Context: an optimization exercise on an open-source flow, tuned for small area. The choices shown serve that exercise and are no tape-out recipe. In this exercise RTL edits were held to simulation tests only and were not proved equivalent to the original.

==> run R <==
==> flow/design.v (excerpt) <==
module CNN_Two_Layer( 
clk, rst_n,
Start1, Image, Filter1, ReadEn1,
Start2, Filter2, ReadEn2,
ConvResult
    );
    input clk;
    input rst_n;
    input Start1;
    input [3:0] Image;
    input signed [3:0] Filter1;
    input ReadEn1;
    input Start2;
    input signed [9:0] Filter2;
    input ReadEn2;
    output signed [21:0] ConvResult;
    wire [8:0]  layer1_to_layer2;
    wire [18:0] layer2_out;
    CNN_Single_Layer #(.L(1), .IW(4), .FW(4), .PW(8), .SW(9)) Layer1(.clk(clk), .rst_n(rst_n),
        .Start(Start1), .Image(Image), .Filter(Filter1), .ReadEn(ReadEn1), .ConvResult(layer1_to_layer2));
    CNN_Single_Layer #(.L(2), .IW(9), .FW(10), .PW(19), .SW(19)) Layer2(.clk(clk), .rst_n(rst_n),
        .Start(Start2), .Image(layer1_to_layer2), .Filter(Filter2), .ReadEn(ReadEn2), .ConvResult(layer2_out));
    assign ConvResult = {3'b000, layer2_out};
endmodule
export LEC_CHECK = 0
export ABC_AREA = 1
export CAP_MARGIN = 20
export CORE_MARGIN = 2
export CORE_UTILIZATION = 60
export CTS_BUF_LIST = sky130_fd_sc_hd__clkbuf_4 sky130_fd_sc_hd__clkbuf_8
export CTS_CLUSTER_SIZE = 20
export SLEW_MARGIN = 20
create_clock -name core_clock -period 8.0 [get_ports {clk}]
run.sh (not shown) runs the stock make flow with config.mk's settings and CLKGATE_MAP_FILE= SYNTH_SCRIPT=/design/flow/synth_recipe.tcl, a recipe that flattens the netlist after the stock synthesis.
==> run Y: changes against run R <==
- ABC_AREA: 1 -> 0
- CAP_MARGIN: 20 -> 0
- CTS_BUF_LIST: sky130_fd_sc_hd__clkbuf_4 sky130_fd_sc_hd__clkbuf_8 -> sky130_fd_sc_hd__clkbuf_8
- CTS_CLUSTER_DIAMETER: not set -> 60
- CTS_CLUSTER_SIZE: 20 -> 16
- SLEW_MARGIN: 20 -> 0
==> run F: changes against run R <==
- CTS_BUF_LIST: sky130_fd_sc_hd__clkbuf_4 sky130_fd_sc_hd__clkbuf_8 -> sky130_fd_sc_hd__clkbuf_8
- CTS_CLUSTER_DIAMETER: not set -> 60
- CTS_CLUSTER_SIZE: 20 -> 16
==> qor summary <==
| item | run F | run R | run Y |
|---|---|---|---|
| Outcome | complete, no violations | complete, no violations | complete, no violations |
| Most common cell after layout, fill and taps aside | nand2_1 | nand2_1 | edfxtp_1 |
| Horizontal die dimension | 194.9 um | 194.9 um | 193.8 um |
| Proportion of synthesized chip area in sequential cells | 64.09% | 64.09% | 64.85% |
| Clk tree area frac | 2.889% | 6.501% | 3.178% |
| Simple logic cell fraction of the synthesized area | 12.90% | 12.90% | 4.850% |
| Max H-tree Level | 2 | 3 | 2 |
| Start point of the critical path | Filter2[0] | Filter2[0] | Layer2.AddressCounter.Group[4] |
| Iter 0 DRT Violations | 802 | 861 | 1023 |
| Post-layout nets | 2025 | 2066 | 1616 |
| Wire length of the first global-routing pass | 74890 um | 76510 um | 71380 um |
| Actual slew at the worst max-slew pin | 0.9900 ns | 1.011 ns | 1.020 ns |
| Distinct cell type count after synthesis | 25 | 25 | 30 |
| Smallest hold slack | 0.3817 ns | 0.3702 ns | 0.3652 ns |
| Hold Path End | Layer2.S[12] | Layer1.S[4] | Layer1.S[7] |
| Number of standard cells in the layout, taps in and fillers out | 2319 | 2390 | 1909 |
| Worst max-slew margin expressed relative to the limit | 33.76% | 32.33% | 31.99% |

---

==> inputs of v21 <==
CNN_Two_Layer again, from the RTL that the note above started with.
clock: 8.0 ns
lec_check: 0
abc_area: 1
cap_margin: 0
core_margin: 2
core_utilization: 60
slew_margin: 0
standard.sh (not shown) runs the stock make flow with config.mk's settings and CLKGATE_MAP_FILE= SYNTH_SCRIPT=/design/flow/synth_recipe.tcl, a recipe that flattens the netlist after the stock synthesis.
==> flow/flow/run.sh <==
#!/bin/bash
# Layout flow: the standard flow (standard.sh), with these changes:
#  * synthesis is the standard flow's synthesis script (synth_recipe.tcl) unchanged except that
#    its final ABC technology mapping runs flow/abc_map.script (ABC's area mapper
#    amap) in place of ORFS's abc_area.script; registers are mapped before ABC
#    runs, so they are exactly the standard synthesis's;
#  * after synthesis, flow/polarity.py removes the inverters that synthesis leaves
#    around full adders (it uses full adders in inverted form where that saves
#    inverters); registers and all other cells are untouched;
#  * ports are buffered with buf_1 cells;
#  * clock tree synthesis uses clkbuf_4 cells in clusters of up to 10 sinks and
#    inserts no dummy loads.
# Each tool's output goes to a log file of its own in this folder.
set -euo pipefail
cd "$(dirname "$0")/.."
WORK=$(pwd)
RES="$WORK/orfs/results/sky130hd/CNN_Two_Layer/base"

cat > "$WORK/own_synth.tcl" <<EOT
proc abc {args} {
  set i [lsearch \$args -script]
  if {\$i >= 0} { set args [lreplace \$args [expr {\$i + 1}] [expr {\$i + 1}] $WORK/flow/abc_map.script] }
  yosys abc {*}\$args
}
source $WORK/synth_recipe.tcl
EOT
sed "s|SYNTH_SCRIPT=[^ ]*|SYNTH_SCRIPT=$WORK/own_synth.tcl|" standard.sh > "$WORK/own_standard.sh"
grep -q "SYNTH_SCRIPT=$WORK/own_synth.tcl" "$WORK/own_standard.sh"

export BUFFER_PORTS_ARGS="-buffer_cell sky130_fd_sc_hd__buf_1"
export CTS_ARGS="-sink_clustering_enable -repair_clock_nets -sink_clustering_size 10 -sink_clustering_max_diameter 50 -buf_list sky130_fd_sc_hd__clkbuf_4 -dont_use_dummy_load"

bash "$WORK/own_standard.sh" "$RES/1_2_yosys.v" > "$WORK/synth.log" 2>&1
cp "$RES/1_2_yosys.v" "$WORK/1_2_yosys.mapped.v"
python3 flow/polarity.py "$RES/1_2_yosys.v" > "$WORK/polarity.log" 2>&1
bash "$WORK/own_standard.sh" > "$WORK/layout.log" 2>&1
Other scripts of this flow, unchanged in this note and not shown: flow/flow/abc_map.script, flow/flow/polarity.py
==> inputs of v9, as changes to v21 <==
--- a/flow/flow/run.sh
+++ b/flow/flow/run.sh
@@ -28,4 +28,5 @@
 grep -q "SYNTH_SCRIPT=$WORK/own_synth.tcl" "$WORK/own_standard.sh"
 
+export RECOVER_POWER=100
 export BUFFER_PORTS_ARGS="-buffer_cell sky130_fd_sc_hd__buf_1"
 export CTS_ARGS="-sink_clustering_enable -repair_clock_nets -sink_clustering_size 10 -sink_clustering_max_diameter 50 -buf_list sky130_fd_sc_hd__clkbuf_4 -dont_use_dummy_load"
==> comparison <==
- v9 ran to the end with violations: max-capacitance violations, max-slew violations. v21 finished clean.
- Between v21 and v9, the lower routed wire length is in v21 (gap about 0.24%, measured against v9).
- Critical path depth is the same in v21 and v9.
- In global-route usage, v21 and v9 do not differ.
- Synthesized area is the same in v21 and v9.
- Against v9, the first-iteration DRC count of v21 is higher by about 2.7%.
- Against v9, the via count of v21 is lower by about 0.32%.
==> figures <==
quantity                                                             v21                                               v9
Total Routed Length                                             43900 µm                                         44000 µm
Outcome                                         timing/DRC/antenna clean                       complete, but fails checks
Reasons for failing layout checks                                      -  max-capacitance violations, max-slew violations
Mean routed wirelength per cell                                  23.9 µm                                          23.9 µm
Layout overhead on the synthesized area                            5.57%                                            5.09%
Share of the cycle needed by the critical path after routing       90.9%                                            92.3%
Multi-input combinational cell area                             5990 µm²                                         5950 µm²
Data arrival time of the critical path                           7.95 ns                                          8.06 ns
Register-to-Register Setup Slack                                 0.73 ns                                          0.62 ns
Seq area share                                                     64.5%                                            64.8%
Iter 0 DRT Violations                                               1173                                             1142
Worst slew pin tran                                              1.05 ns                                          4.24 ns
Met2 wirelength from detailed routing                           22000 µm                                         22100 µm

what the ideal ports hide:
Ports are ideal in the flow. The routed layouts listed here were re-timed in OpenROAD.
Step 1, drivers: a clkbuf_16 drives clk and a buf_2 each remaining input, both assumed.
Step 2, shift: input delay + t, output delay - t, t = (earliest + latest rising clock arrival at the registers) / 2. This alone moves slack from input paths to output paths.
Slacks: no drivers / after step 1 / after step 2; pairs: no drivers / after step 1.
run	t, ns	setup WS [ns]	worst hold slack (ns)	slew at the worst register clock pin (ns)	pins driven straight from the clock port
run R	0.677	0.476 / 0.509 / -0.169	0.370 / 0.370 / 0.370	0.07 / 0.07	1
run Y	0.645	0.584 / 0.584 / -0.023	0.365 / 0.365 / 0.365	0.10 / 0.10	1
run F	0.668	0.473 / 0.502 / -0.166	0.382 / 0.382 / 0.382	0.11 / 0.11	1
v21	0.804	0.728 / 0.728 / 0.137	0.359 / 0.359 / 0.359	0.11 / 0.11	1
v9	0.808	0.619 / 0.619 / -0.090	0.358 / 0.358 / 0.358	0.11 / 0.11	1
The setup slack of v9, which loses most, moves by 0.000 ns with the drivers and by -0.709 ns with both steps.
